Source: an optimization exercise on an open RTL-to-GDS flow (aim: small area and a short achievable clock period). Production flows keep margins and buffers that such runs may drop. Function was checked by simulation only, so behaviour that the tests miss may differ from the original.

`design/flow/design.v`:
```
`timescale 1ns / 1ps
module mult(
    input signed [7:0] a,
    input signed [7:0] b,
    output signed [15:0] p
);
    assign p=a*b;
endmodule
`timescale 1ns / 1ps
module adder #(
    parameter WIDTH=16,
    parameter A_WIDTH=WIDTH,
    parameter B_WIDTH=WIDTH)
    (
    input signed[A_WIDTH-1:0] a,
    input signed[B_WIDTH-1:0] b,
    output signed[WIDTH:0] s
    );
    assign s=a+b;
endmodule
`timescale 1ns / 1ps
module adder22(
    input signed[19:0] a,
    input signed[21:0] b,
    output signed[21:0] s
    );
    assign s=a+b;
endmodule
`timescale 1ns / 1ps
module mac1(
    input clk,
    input [127:0] pixels,
    input [127:0] weights,
    output [19:0] sum
    );
    wire [255:0] p;
    wire [135:0] s1;
    wire [71:0] s2;
    wire [37:0] s3;
    genvar i;
    generate
      for (i=0;i<=15;i=i+1)
        mult multName(pixels[(127-8*i):(127-8*i-7)],
                      weights[(127-8*i):(127-8*i-7)],
                      p[(255-16*i):(255-16*i-15)]);
    endgenerate
    genvar k;
    generate
      for (k=0;k<=7;k=k+1)
        adder #(16) adder16Name(p[(255-16*2*k):(255-16*2*k-15)],
                            p[(255-16*(2*k+1)):(255-16*(2*k+1)-15)],
                            s1[(135-17*k):(135-17*k-16)]);
    endgenerate
    adder #(17) adder17_1(s1[135:119],s1[118:102],s2[71:54]);
    adder #(17) adder17_2(s1[101:85],s1[84:68],s2[53:36]);
    adder #(17) adder17_3(s1[67:51],s1[50:34],s2[35:18]);
    adder #(17) adder17_4(s1[33:17],s1[16:0],s2[17:0]);
    adder #(18) adder18_1(s2[71:54],s2[53:36],s3[37:19]);
    adder #(18) adder18_2(s2[35:18],s2[17:0],s3[18:0]);
    adder #(19) adder19_1(s3[37:19],s3[18:0],sum);
endmodule
`timescale 1ns / 1ps
module acc_ctrl(
    input clk,
    input rst,
    output sel,
    output en
);
    reg[1:0] next_state, curr_state;
    parameter s1 = 2'b00;
    parameter s2 = 2'b01;
    parameter s3 = 2'b10;
    parameter s4 = 2'b11;
    always @(posedge clk) begin
        if(rst)
            curr_state <= s1;
        else
            curr_state <= next_state;
    end
    always @(curr_state) begin
        case(curr_state)
            s1: next_state = s2;
            s2: next_state = s3;
            s3: next_state = s4;
            s4: next_state = s1;
        endcase
    end
    assign sel = (curr_state ==s1) ? 1'b1 : 1'b0;
    assign en =  (curr_state ==s4) ? 1'b1 : 1'b0;
endmodule
`timescale 1ns / 1ps
module acc(
    input [19:0] din,
    input [7:0] b,
    input clk,
    input rst,
    output reg [21:0] dout);
    reg [21:0] accReg, muxout;
    wire sel,en;
    wire [21:0] b_est,sum;
    adder22 u1(din, muxout,sum);
    acc_ctrl u2(clk,rst,sel,en);
    assign b_est = {{14{b[7]}},b};  
    always @(posedge clk) begin
        if(en) begin
            dout <=sum;
        end
    end
    always @(posedge clk)
        accReg <=sum;
    always @(*) begin
        if(sel)
            muxout = b_est;
        else
            muxout = accReg;
    end
endmodule
`timescale 1ns / 1ps
module dist_mem_gen_0(
    input [8:0] a,
    output reg [5:0] spo
    );
    always @(*) begin
        case (a)
            9'd0: spo = 6'd0;
            9'd1: spo = 6'd0;
            9'd2: spo = 6'd0;
            9'd3: spo = 6'd0;
            9'd4: spo = 6'd0;
            9'd5: spo = 6'd1;
            9'd6: spo = 6'd1;
            9'd7: spo = 6'd1;
            9'd8: spo = 6'd1;
            9'd9: spo = 6'd2;
            9'd10: spo = 6'd2;
            9'd11: spo = 6'd2;
            9'd12: spo = 6'd2;
            9'd13: spo = 6'd3;
            9'd14: spo = 6'd3;
            9'd15: spo = 6'd3;
            9'd16: spo = 6'd3;
            9'd17: spo = 6'd4;
            9'd18: spo = 6'd4;
            9'd19: spo = 6'd4;
            9'd20: spo = 6'd4;
            9'd21: spo = 6'd5;
            9'd22: spo = 6'd5;
            9'd23: spo = 6'd5;
            9'd24: spo = 6'd5;
            9'd25: spo = 6'd6;
            9'd26: spo = 6'd6;
            9'd27: spo = 6'd6;
            9'd28: spo = 6'd6;
            9'd29: spo = 6'd7;
            9'd30: spo = 6'd7;
            9'd31: spo = 6'd7;
            9'd32: spo = 6'd7;
            9'd33: spo = 6'd8;
            9'd34: spo = 6'd8;
            9'd35: spo = 6'd8;
            9'd36: spo = 6'd8;
            9'd37: spo = 6'd9;
            9'd38: spo = 6'd9;
            9'd39: spo = 6'd9;
            9'd40: spo = 6'd9;
            9'd41: spo = 6'd10;
            9'd42: spo = 6'd10;
            9'd43: spo = 6'd10;
            9'd44: spo = 6'd10;
            9'd45: spo = 6'd11;
            9'd46: spo = 6'd11;
            9'd47: spo = 6'd11;
            9'd48: spo = 6'd11;
            9'd49: spo = 6'd12;
            9'd50: spo = 6'd12;
            9'd51: spo = 6'd12;
            9'd52: spo = 6'd12;
            9'd53: spo = 6'd13;
            9'd54: spo = 6'd13;
            9'd55: spo = 6'd13;
            9'd56: spo = 6'd13;
            9'd57: spo = 6'd14;
            9'd58: spo = 6'd14;
            9'd59: spo = 6'd14;
            9'd60: spo = 6'd14;
            9'd61: spo = 6'd14;
            9'd62: spo = 6'd15;
            9'd63: spo = 6'd15;
            9'd64: spo = 6'd15;
            9'd65: spo = 6'd15;
            9'd66: spo = 6'd16;
            9'd67: spo = 6'd16;
            9'd68: spo = 6'd16;
            9'd69: spo = 6'd16;
            9'd70: spo = 6'd17;
            9'd71: spo = 6'd17;
            9'd72: spo = 6'd17;
            9'd73: spo = 6'd17;
            9'd74: spo = 6'd18;
            9'd75: spo = 6'd18;
            9'd76: spo = 6'd18;
            9'd77: spo = 6'd18;
            9'd78: spo = 6'd18;
            9'd79: spo = 6'd19;
            9'd80: spo = 6'd19;
            9'd81: spo = 6'd19;
            9'd82: spo = 6'd19;
            9'd83: spo = 6'd20;
            9'd84: spo = 6'd20;
            9'd85: spo = 6'd20;
            9'd86: spo = 6'd20;
            9'd87: spo = 6'd20;
            9'd88: spo = 6'd21;
            9'd89: spo = 6'd21;
            9'd90: spo = 6'd21;
            9'd91: spo = 6'd21;
            9'd92: spo = 6'd22;
            9'd93: spo = 6'd22;
            9'd94: spo = 6'd22;
            9'd95: spo = 6'd22;
            9'd96: spo = 6'd22;
            9'd97: spo = 6'd23;
            9'd98: spo = 6'd23;
            9'd99: spo = 6'd23;
            9'd100: spo = 6'd23;
            9'd101: spo = 6'd24;
            9'd102: spo = 6'd24;
            9'd103: spo = 6'd24;
            9'd104: spo = 6'd24;
            9'd105: spo = 6'd24;
            9'd106: spo = 6'd25;
            9'd107: spo = 6'd25;
            9'd108: spo = 6'd25;
            9'd109: spo = 6'd25;
            9'd110: spo = 6'd25;
            9'd111: spo = 6'd26;
            9'd112: spo = 6'd26;
            9'd113: spo = 6'd26;
            9'd114: spo = 6'd26;
            9'd115: spo = 6'd26;
            9'd116: spo = 6'd27;
            9'd117: spo = 6'd27;
            9'd118: spo = 6'd27;
            9'd119: spo = 6'd27;
            9'd120: spo = 6'd27;
            9'd121: spo = 6'd28;
            9'd122: spo = 6'd28;
            9'd123: spo = 6'd28;
            9'd124: spo = 6'd28;
            9'd125: spo = 6'd28;
            9'd126: spo = 6'd29;
            9'd127: spo = 6'd29;
            9'd128: spo = 6'd29;
            9'd129: spo = 6'd29;
            9'd130: spo = 6'd29;
            9'd131: spo = 6'd30;
            9'd132: spo = 6'd30;
            9'd133: spo = 6'd30;
            9'd134: spo = 6'd30;
            9'd135: spo = 6'd30;
            9'd136: spo = 6'd31;
            9'd137: spo = 6'd31;
            9'd138: spo = 6'd31;
            9'd139: spo = 6'd31;
            9'd140: spo = 6'd31;
            9'd141: spo = 6'd32;
            9'd142: spo = 6'd32;
            9'd143: spo = 6'd32;
            9'd144: spo = 6'd32;
            9'd145: spo = 6'd32;
            9'd146: spo = 6'd32;
            9'd147: spo = 6'd33;
            9'd148: spo = 6'd33;
            9'd149: spo = 6'd33;
            9'd150: spo = 6'd33;
            9'd151: spo = 6'd33;
            9'd152: spo = 6'd34;
            9'd153: spo = 6'd34;
            9'd154: spo = 6'd34;
            9'd155: spo = 6'd34;
            9'd156: spo = 6'd34;
            9'd157: spo = 6'd34;
            9'd158: spo = 6'd35;
            9'd159: spo = 6'd35;
            9'd160: spo = 6'd35;
            9'd161: spo = 6'd35;
            9'd162: spo = 6'd35;
            9'd163: spo = 6'd36;
            9'd164: spo = 6'd36;
            9'd165: spo = 6'd36;
            9'd166: spo = 6'd36;
            9'd167: spo = 6'd36;
            9'd168: spo = 6'd36;
            9'd169: spo = 6'd37;
            9'd170: spo = 6'd37;
            9'd171: spo = 6'd37;
            9'd172: spo = 6'd37;
            9'd173: spo = 6'd37;
            9'd174: spo = 6'd37;
            9'd175: spo = 6'd38;
            9'd176: spo = 6'd38;
            9'd177: spo = 6'd38;
            9'd178: spo = 6'd38;
            9'd179: spo = 6'd38;
            9'd180: spo = 6'd38;
            9'd181: spo = 6'd38;
            9'd182: spo = 6'd39;
            9'd183: spo = 6'd39;
            9'd184: spo = 6'd39;
            9'd185: spo = 6'd39;
            9'd186: spo = 6'd39;
            9'd187: spo = 6'd39;
            9'd188: spo = 6'd40;
            9'd189: spo = 6'd40;
            9'd190: spo = 6'd40;
            9'd191: spo = 6'd40;
            9'd192: spo = 6'd40;
            9'd193: spo = 6'd40;
            9'd194: spo = 6'd40;
            9'd195: spo = 6'd41;
            9'd196: spo = 6'd41;
            9'd197: spo = 6'd41;
            9'd198: spo = 6'd41;
            9'd199: spo = 6'd41;
            9'd200: spo = 6'd41;
            9'd201: spo = 6'd41;
            9'd202: spo = 6'd42;
            9'd203: spo = 6'd42;
            9'd204: spo = 6'd42;
            9'd205: spo = 6'd42;
            9'd206: spo = 6'd42;
            9'd207: spo = 6'd42;
            9'd208: spo = 6'd42;
            9'd209: spo = 6'd43;
            9'd210: spo = 6'd43;
            9'd211: spo = 6'd43;
            9'd212: spo = 6'd43;
            9'd213: spo = 6'd43;
            9'd214: spo = 6'd43;
            9'd215: spo = 6'd43;
            9'd216: spo = 6'd44;
            9'd217: spo = 6'd44;
            9'd218: spo = 6'd44;
            9'd219: spo = 6'd44;
            9'd220: spo = 6'd44;
            9'd221: spo = 6'd44;
            9'd222: spo = 6'd44;
            9'd223: spo = 6'd44;
            9'd224: spo = 6'd45;
            9'd225: spo = 6'd45;
            9'd226: spo = 6'd45;
            9'd227: spo = 6'd45;
            9'd228: spo = 6'd45;
            9'd229: spo = 6'd45;
            9'd230: spo = 6'd45;
            9'd231: spo = 6'd45;
            9'd232: spo = 6'd46;
            9'd233: spo = 6'd46;
            9'd234: spo = 6'd46;
            9'd235: spo = 6'd46;
            9'd236: spo = 6'd46;
            9'd237: spo = 6'd46;
            9'd238: spo = 6'd46;
            9'd239: spo = 6'd46;
            9'd240: spo = 6'd46;
            9'd241: spo = 6'd47;
            9'd242: spo = 6'd47;
            9'd243: spo = 6'd47;
            9'd244: spo = 6'd47;
            9'd245: spo = 6'd47;
            9'd246: spo = 6'd47;
            9'd247: spo = 6'd47;
            9'd248: spo = 6'd47;
            9'd249: spo = 6'd47;
            9'd250: spo = 6'd48;
            9'd251: spo = 6'd48;
            9'd252: spo = 6'd48;
            9'd253: spo = 6'd48;
            9'd254: spo = 6'd48;
            9'd255: spo = 6'd48;
            9'd256: spo = 6'd48;
            9'd257: spo = 6'd48;
            9'd258: spo = 6'd48;
            9'd259: spo = 6'd49;
            9'd260: spo = 6'd49;
            9'd261: spo = 6'd49;
            9'd262: spo = 6'd49;
            9'd263: spo = 6'd49;
            9'd264: spo = 6'd49;
            9'd265: spo = 6'd49;
            9'd266: spo = 6'd49;
            9'd267: spo = 6'd49;
            9'd268: spo = 6'd49;
            9'd269: spo = 6'd50;
            9'd270: spo = 6'd50;
            9'd271: spo = 6'd50;
            9'd272: spo = 6'd50;
            9'd273: spo = 6'd50;
            9'd274: spo = 6'd50;
            9'd275: spo = 6'd50;
            9'd276: spo = 6'd50;
            9'd277: spo = 6'd50;
            9'd278: spo = 6'd50;
            9'd279: spo = 6'd50;
            9'd280: spo = 6'd51;
            9'd281: spo = 6'd51;
            9'd282: spo = 6'd51;
            9'd283: spo = 6'd51;
            9'd284: spo = 6'd51;
            9'd285: spo = 6'd51;
            9'd286: spo = 6'd51;
            9'd287: spo = 6'd51;
            9'd288: spo = 6'd51;
            9'd289: spo = 6'd51;
            9'd290: spo = 6'd51;
            9'd291: spo = 6'd52;
            9'd292: spo = 6'd52;
            9'd293: spo = 6'd52;
            9'd294: spo = 6'd52;
            9'd295: spo = 6'd52;
            9'd296: spo = 6'd52;
            9'd297: spo = 6'd52;
            9'd298: spo = 6'd52;
            9'd299: spo = 6'd52;
            9'd300: spo = 6'd52;
            9'd301: spo = 6'd52;
            9'd302: spo = 6'd52;
            9'd303: spo = 6'd53;
            9'd304: spo = 6'd53;
            9'd305: spo = 6'd53;
            9'd306: spo = 6'd53;
            9'd307: spo = 6'd53;
            9'd308: spo = 6'd53;
            9'd309: spo = 6'd53;
            9'd310: spo = 6'd53;
            9'd311: spo = 6'd53;
            9'd312: spo = 6'd53;
            9'd313: spo = 6'd53;
            9'd314: spo = 6'd53;
            9'd315: spo = 6'd53;
            9'd316: spo = 6'd54;
            9'd317: spo = 6'd54;
            9'd318: spo = 6'd54;
            9'd319: spo = 6'd54;
            9'd320: spo = 6'd54;
            9'd321: spo = 6'd54;
            9'd322: spo = 6'd54;
            9'd323: spo = 6'd54;
            9'd324: spo = 6'd54;
            9'd325: spo = 6'd54;
            9'd326: spo = 6'd54;
            9'd327: spo = 6'd54;
            9'd328: spo = 6'd54;
            9'd329: spo = 6'd54;
            9'd330: spo = 6'd54;
            9'd331: spo = 6'd55;
            9'd332: spo = 6'd55;
            9'd333: spo = 6'd55;
            9'd334: spo = 6'd55;
            9'd335: spo = 6'd55;
            9'd336: spo = 6'd55;
            9'd337: spo = 6'd55;
            9'd338: spo = 6'd55;
            9'd339: spo = 6'd55;
            9'd340: spo = 6'd55;
            9'd341: spo = 6'd55;
            9'd342: spo = 6'd55;
            9'd343: spo = 6'd55;
            9'd344: spo = 6'd55;
            9'd345: spo = 6'd55;
            9'd346: spo = 6'd55;
            9'd347: spo = 6'd56;
            9'd348: spo = 6'd56;
            9'd349: spo = 6'd56;
            9'd350: spo = 6'd56;
            9'd351: spo = 6'd56;
            9'd352: spo = 6'd56;
            9'd353: spo = 6'd56;
            9'd354: spo = 6'd56;
            9'd355: spo = 6'd56;
            9'd356: spo = 6'd56;
            9'd357: spo = 6'd56;
            9'd358: spo = 6'd56;
            9'd359: spo = 6'd56;
            9'd360: spo = 6'd56;
            9'd361: spo = 6'd56;
            9'd362: spo = 6'd56;
            9'd363: spo = 6'd56;
            9'd364: spo = 6'd56;
            9'd365: spo = 6'd57;
            9'd366: spo = 6'd57;
            9'd367: spo = 6'd57;
            9'd368: spo = 6'd57;
            9'd369: spo = 6'd57;
            9'd370: spo = 6'd57;
            9'd371: spo = 6'd57;
            9'd372: spo = 6'd57;
            9'd373: spo = 6'd57;
            9'd374: spo = 6'd57;
            9'd375: spo = 6'd57;
            9'd376: spo = 6'd57;
            9'd377: spo = 6'd57;
            9'd378: spo = 6'd57;
            9'd379: spo = 6'd57;
            9'd380: spo = 6'd57;
            9'd381: spo = 6'd57;
            9'd382: spo = 6'd57;
            9'd383: spo = 6'd57;
            9'd384: spo = 6'd57;
            9'd385: spo = 6'd57;
            9'd386: spo = 6'd58;
            9'd387: spo = 6'd58;
            9'd388: spo = 6'd58;
            9'd389: spo = 6'd58;
            9'd390: spo = 6'd58;
            9'd391: spo = 6'd58;
            9'd392: spo = 6'd58;
            9'd393: spo = 6'd58;
            9'd394: spo = 6'd58;
            9'd395: spo = 6'd58;
            9'd396: spo = 6'd58;
            9'd397: spo = 6'd58;
            9'd398: spo = 6'd58;
            9'd399: spo = 6'd58;
            9'd400: spo = 6'd58;
            9'd401: spo = 6'd58;
            9'd402: spo = 6'd58;
            9'd403: spo = 6'd58;
            9'd404: spo = 6'd58;
            9'd405: spo = 6'd58;
            9'd406: spo = 6'd58;
            9'd407: spo = 6'd58;
            9'd408: spo = 6'd58;
            9'd409: spo = 6'd58;
            9'd410: spo = 6'd59;
            9'd411: spo = 6'd59;
            9'd412: spo = 6'd59;
            9'd413: spo = 6'd59;
            9'd414: spo = 6'd59;
            9'd415: spo = 6'd59;
            9'd416: spo = 6'd59;
            9'd417: spo = 6'd59;
            9'd418: spo = 6'd59;
            9'd419: spo = 6'd59;
            9'd420: spo = 6'd59;
            9'd421: spo = 6'd59;
            9'd422: spo = 6'd59;
            9'd423: spo = 6'd59;
            9'd424: spo = 6'd59;
            9'd425: spo = 6'd59;
            9'd426: spo = 6'd59;
            9'd427: spo = 6'd59;
            9'd428: spo = 6'd59;
            9'd429: spo = 6'd59;
            9'd430: spo = 6'd59;
            9'd431: spo = 6'd59;
            9'd432: spo = 6'd59;
            9'd433: spo = 6'd59;
            9'd434: spo = 6'd59;
            9'd435: spo = 6'd59;
            9'd436: spo = 6'd59;
            9'd437: spo = 6'd59;
            9'd438: spo = 6'd59;
            9'd439: spo = 6'd59;
            9'd440: spo = 6'd60;
            9'd441: spo = 6'd60;
            9'd442: spo = 6'd60;
            9'd443: spo = 6'd60;
            9'd444: spo = 6'd60;
            9'd445: spo = 6'd60;
            9'd446: spo = 6'd60;
            9'd447: spo = 6'd60;
            9'd448: spo = 6'd60;
            9'd449: spo = 6'd60;
            9'd450: spo = 6'd60;
            9'd451: spo = 6'd60;
            9'd452: spo = 6'd60;
            9'd453: spo = 6'd60;
            9'd454: spo = 6'd60;
            9'd455: spo = 6'd60;
            9'd456: spo = 6'd60;
            9'd457: spo = 6'd60;
            9'd458: spo = 6'd60;
            9'd459: spo = 6'd60;
            9'd460: spo = 6'd60;
            9'd461: spo = 6'd60;
            9'd462: spo = 6'd60;
            9'd463: spo = 6'd60;
            9'd464: spo = 6'd60;
            9'd465: spo = 6'd60;
            9'd466: spo = 6'd60;
            9'd467: spo = 6'd60;
            9'd468: spo = 6'd60;
            9'd469: spo = 6'd60;
            9'd470: spo = 6'd60;
            9'd471: spo = 6'd60;
            9'd472: spo = 6'd60;
            9'd473: spo = 6'd60;
            9'd474: spo = 6'd60;
            9'd475: spo = 6'd60;
            9'd476: spo = 6'd60;
            9'd477: spo = 6'd60;
            9'd478: spo = 6'd61;
            9'd479: spo = 6'd61;
            9'd480: spo = 6'd61;
            9'd481: spo = 6'd61;
            9'd482: spo = 6'd61;
            9'd483: spo = 6'd61;
            9'd484: spo = 6'd61;
            9'd485: spo = 6'd61;
            9'd486: spo = 6'd61;
            9'd487: spo = 6'd61;
            9'd488: spo = 6'd61;
            9'd489: spo = 6'd61;
            9'd490: spo = 6'd61;
            9'd491: spo = 6'd61;
            9'd492: spo = 6'd61;
            9'd493: spo = 6'd61;
            9'd494: spo = 6'd61;
            9'd495: spo = 6'd61;
            9'd496: spo = 6'd61;
            9'd497: spo = 6'd61;
            9'd498: spo = 6'd61;
            9'd499: spo = 6'd61;
            9'd500: spo = 6'd61;
            9'd501: spo = 6'd61;
            9'd502: spo = 6'd61;
            9'd503: spo = 6'd61;
            9'd504: spo = 6'd61;
            9'd505: spo = 6'd61;
            9'd506: spo = 6'd61;
            9'd507: spo = 6'd61;
            9'd508: spo = 6'd61;
            9'd509: spo = 6'd61;
            9'd510: spo = 6'd61;
            9'd511: spo = 6'd61;
            default: spo = 6'd0;
        endcase
    end
endmodule
`timescale 1ns / 1ps
module addrConv(
    input [8:0] addrIN,
    input sign,
    output reg [8:0] addrOUT
    );
    always @(*) begin
       if (sign==0)
          addrOUT = addrIN;
       else
          addrOUT=~addrIN+1;
    end
endmodule
`timescale 1ns / 1ps
module dataConv(
    input [7:0] dataIN,
    input sign,
    output reg [7:0] dataOUT
    );
    always @(*) begin
       if (sign==0)
          dataOUT = dataIN;
       else
          dataOUT=~dataIN+1;
    end
endmodule
`timescale 1ns / 1ps
module saturationLogic(
    input [7:0] dataIN,
    input sign,
    input ovf,
    output reg [7:0] dataOUT
    );
    always @(*) begin
      if (ovf==0) 
        dataOUT = dataIN;
      else begin
        if (sign==0)
           dataOUT = 8'b01000000;
        else
           dataOUT = 8'b11000000;
       end
    end
endmodule
`timescale 1ns / 1ps
module sigmoid(
    input [8:0] addr,
    input sign,
    input ovf,
    output [7:0] data
    );
    wire [8:0] lutaddr;
    wire [5:0] lutdata;
    wire [7:0] dataext, datasigned;
    addrConv u1 (addr, sign, lutaddr);
    dist_mem_gen_0 u2 (lutaddr, lutdata);
    assign dataext = {2'b00, lutdata};
    dataConv u3 (dataext, sign, datasigned);
    saturationLogic u4 (datasigned, sign, ovf, data);
endmodule
module sigmoid_func(
    input[21:0] in,
    output[7:0] out
);
wire[16:0] y;
reg ovf;
wire sign;
wire out1,out2,out3,out4,out5,out6;
wire[8:0] data;
assign y=in[21:5];
assign sign=y[16];
assign data=y[8:0];
or u1(out1,y[15],y[14],y[13],y[12],y[11],y[10],y[9]);
and u2(out2,y[15],y[14],y[13],y[12],y[11],y[10],y[9]);
or u3(out3,y[8],y[7],y[6],y[5],y[4],y[3],y[2],y[1],y[0]);
not u4(out4,out2);
not u5(out5,out3);
or u6(out6,out4,out5);
always @(*) begin
  if (sign ==1'b0) begin
    ovf<=out1;
  end
  else begin
    ovf<=out6;
  end
end
sigmoid sig(data,sign,ovf,out);
endmodule
`timescale 1ns / 1ps
module mac_acc_sigmoid(
  input clk2,
  input rst2,
  input [127:0] pixelsIn,
  input [127:0] weightsIn,
  input [7:0] b,
  output [7:0] dout);
  wire [19:0] macOut;
  wire [21:0] dout_acc;
  mac1 MAC(clk2,pixelsIn,weightsIn,macOut);
  acc Accumulator(macOut,b,clk2,rst2,dout_acc);
  sigmoid_func sig(dout_acc,dout);
  endmodule
```
`design/flow/run.sh`:
```
#!/bin/bash
# synth_recipe.tcl (not shown) runs the flow's synth.tcl, then flattens the netlist and writes it again
# the make line also repeats each setting of config.mk as NAME=value (left out here)
make -C /OpenROAD-flow-scripts/flow DESIGN_CONFIG=/design/flow/config.mk WORK_HOME=/design/flow/orfs CLKGATE_MAP_FILE= SYNTH_SCRIPT=/design/flow/synth_recipe.tcl finish
```
`design/flow/config.mk`:
```
export PLATFORM = sky130hd
export DESIGN_NAME = mac_acc_sigmoid
export DESIGN_NICKNAME = mac_acc_sigmoid
export VERILOG_FILES = /design/flow/design.v
export SDC_FILE = /design/flow/constraint.sdc
export NUM_CORES = 4
export LEC_CHECK = 0
export CAP_MARGIN = 20
export CORE_MARGIN = 2
export CORE_UTILIZATION = 40
export SLEW_MARGIN = 20
```
`design/flow/constraint.sdc`:
```
create_clock -name core_clock -period 11.5 [get_ports {clk2}]
set_input_delay 2.3000 -clock core_clock [delete_from_list [all_inputs] [get_ports {clk2}]]
set_output_delay 2.3000 -clock core_clock [all_outputs]
set_load 0.01 [all_outputs]
```
==> results.txt <==
[layout make-up]
| cell class | instances | share of cell area (%) |
|---|---|---|
| diodes | 1 | 0.00429 |
| clock buffers | 5 | 0.214 |
| flip-flops and latches | 41 | 1.70 |
| inverters | 1682 | 10.8 |
| multi-input cells | 3233 | 72.5 |
| clock inverters | 3 | 0.118 |
| repair buffers | 754 | 11.2 |
| well taps | 1637 | 3.51 |
[cells by family after synthesis]
kind of cell / synth area share (%)
xor gates and xnor gates: 0.946
AOI/OAI and AO/OA: 2.47
and+or+nand+nor: 12.2
adders and majority gates: 69.0
buffers and inverters: 13.1
muxes: 0.270
DFF: 2.00
[sequential cells by signal (all words and copies together), names as in the netlist]
signal                     flops
Accumulator.u2.curr_state      2
Accumulator.accReg            22
Accumulator.dout              17
[through the flow]
stage                     instances  hold WS [ps]  instance area, um^2  setup TNS (ps)
after floorplan                5001           585                49600               0
after global placement         7343           607                57800           -1640
after detailed placement       7343           628                57800           -2240
after CTS                      7351           650                58000               0
after global routing           7356           692                58400           -63.5
final                          7356           641                58400               0
[worst min path at each step]
stage,from,to,slack (ps),depth (start not counted)
after CTS,Accumulator.u2.curr_state[1]$_SDFF_PP0_,Accumulator.u2.curr_state[1]$_SDFF_PP0_,650,3
final,Accumulator.u2.curr_state[1]$_SDFF_PP0_,Accumulator.u2.curr_state[1]$_SDFF_PP0_,640,3
after floorplan,Accumulator.u2.curr_state[1]$_SDFF_PP0_,Accumulator.u2.curr_state[1]$_SDFF_PP0_,580,3
after global placement,Accumulator.u2.curr_state[1]$_SDFF_PP0_,Accumulator.u2.curr_state[1]$_SDFF_PP0_,610,3
after detailed placement,Accumulator.u2.curr_state[1]$_SDFF_PP0_,Accumulator.u2.curr_state[1]$_SDFF_PP0_,630,3
after global routing,Accumulator.u2.curr_state[1]$_SDFF_PP0_,Accumulator.u2.curr_state[1]$_SDFF_PP0_,690,3
[per-layer routing]
metal  share of wire, %  vias up  track usage [%]
met1                 43    17600             30.6
met3                5.2      124             3.10
met2                 50      764             39.2
met5                  0        -                0
li1                   -    15500                -
met4                2.7        0             5.21
[what timing repair did]
action	4_1_cts	5_1_grt
cloned	0	0
endpoints found under the setup margin	3	13
gates resized for setup	8	110
pin swaps	0	39
buffers inserted	0	4
hold buffers	0	0
[cells in the final DEF, fill, tap and decap left out, drive strengths merged, types with 6 or more instances in the layout]
master / instances
a21o: 8
a211oi: 8
o211ai: 12
inv: 1683
dfxtp: 24
nor3: 18
and3: 6
and2: 484
dlymetal6s2s: 51
fa: 1483
o21ai: 25
a21oi: 41
nand3: 13
mux2i: 10
nand2b: 81
nand2: 435
edfxtp: 17
nor4: 6
clkdlybuf4s50: 219
a2111oi: 6
nor2: 51
buf: 481
xor2: 10
xnor2: 41
nor2b: 40
or2: 6
a31oi: 9
ha: 363
[tightest hold or removal path: stages, from the launching register on]
cell and delay (ps):
dfxtp_1 330, inv_1 60, ha_1 110, nor2b_1 110
==> impl_metrics.toml <==
[status]
status = "timing/DRC/antenna clean"

[floorplan]
die_h_um = 356
ios = 274
die_area_um2 = 127000
die_w_um = 356
rows = 129
start_util_pct = 40.2
design.core.area_um2 = 123000

[timing]
slew_headroom_pct = 25.4
finalMaxSlewViolations = 0
fin_crit_sh_pct = 98.3
setup_ws_ps = 194
period_minus_slack_ps = 11310
setup_viol_count_final = 0
hold_violations = 0
tightest_slew_ps = 1100
rsz0062_at_grt = "true"
max_clock_freq_mhz = 88.5
finClkSkew_ps = 6.15

[grt]
grt_pass1_wl_um = 221000
first_global_vias = 39300
grt_max_degree = 31
grt_use_total_pct = 22.8
grt-ovfl-total = 0
antenna_found_initial = 5

[final_layout]
ff_latch_area_um2 = 991
multi_input_area_um2 = 42300
syn_to_final_growth_pct = 17.7
postLayoutCoreUtil_pct = 47.3
drive_gt1_share_pct = 10.2
fillerInstances = 11800
final_net_count = 7829

[synthesis]
synth-seq-area-share_pct = 2.00
netlist_top_cells_area = "fa_1 60%, inv_1 13%, ha_1 9.2%"
synth_top_area_share_pct = 59.8
yosys.area.top_type = "fa_1"
synth_most_common_cell = "inv_1"
netlist_area_um2 = 49600
yosys_register_bits = 41
async_flop_share_pct = 0
yosysWarnings = 7
ys.flop_type = "dfxtp_1"
synth_commonest_cells = "1679 x inv_1, 1483 x fa_1, 484 x and2_1, 435 x nand2_1, 363 x ha_1"
synth_nets = 7113
synth-edff-count = 17
syn_inst = 5001
synth.distinct_cells = 81
syn_area_per_cell_um2 = 9.92

[worst_setup_path]
critPathLaunch = "pixelsIn[110]"
critical_path_buf_inv_count = 10
critPathKind = "input pin to flop"
rr_worst_depth = 30
reg2reg_slack_ps = 1780
required_ps = 11530
cp_common_cell = "fa_1"
crit_family = "adder cells"
critical_path_depth = 31
endpoint = "Accumulator.dout[21]$_DFFE_PN_"
end_kind = "flop"
rr_endpoint = "Accumulator.dout[21]$_DFFE_PN_"
r2r-start = "Accumulator.u2.curr_state[0]$_SDFF_PP0_"
critPathMaxStageDelay_ps = 640
crit_path_start_kind = "input pin"
cp_slowest_cell = "fa_2"
crit_path_max_fanout = 4
arrival_ps = 11330

[drt]
wl_per_cell_um = 18.9
drc = 0
via_per_inst = 4.63
ant_nets = 0
wl_um = 139000
drt_iter0_markers = 1549
drt-pass1-iter-count = 7
vias = 34000

[clock_tree]
ctsRootBufferMaster = "clkbuf_16"
clk-insertion-delay-late_ps = 280
cts_tree = "built"
clock_sinks = 41
htreeDepth = 2
clk_pin_slew_worst_paths_ps = 60
clockBufferDepth = 2
cts_buffers = 5

[placement]
post-place-ws_ps = -351
io_buffer_count = 273
hpwl_um = 131000
gp_congestion = 0.936

[worst_hold_path]
hold_class = "flop to flop"

[job]
maxCapViolations = 0

[separate check: timing with driven ports]
No port has a modelled driver above. Below, the same layout with a new extraction and two added sets of constraints. Step 1 sets driving cells, clkbuf_16 on the clock port and buf_2 on the other inputs (assumed; they add their load-dependent delay and slew). Step 2 moves the port delays by t, midway between the first and last clock arrival at a register: inputs arrive t later, outputs are due t later. That takes back most of the time a late clock gives input paths. Three values: no drivers, after step 1, after step 2; two values: the first two.
t, ns: 0.323
setup WS [ns]: 0.194 / 0.206 / -0.117
worst setup path at the end: input to register
latest minus earliest clock arrival (ns): 0.006 / 0.006
pins driven straight from the clock port: 1
Met with ideal ports but missed after step 2: setup timing in this run. The setup slack of this run moves by +0.012 ns with the drivers and by -0.311 ns with both steps.
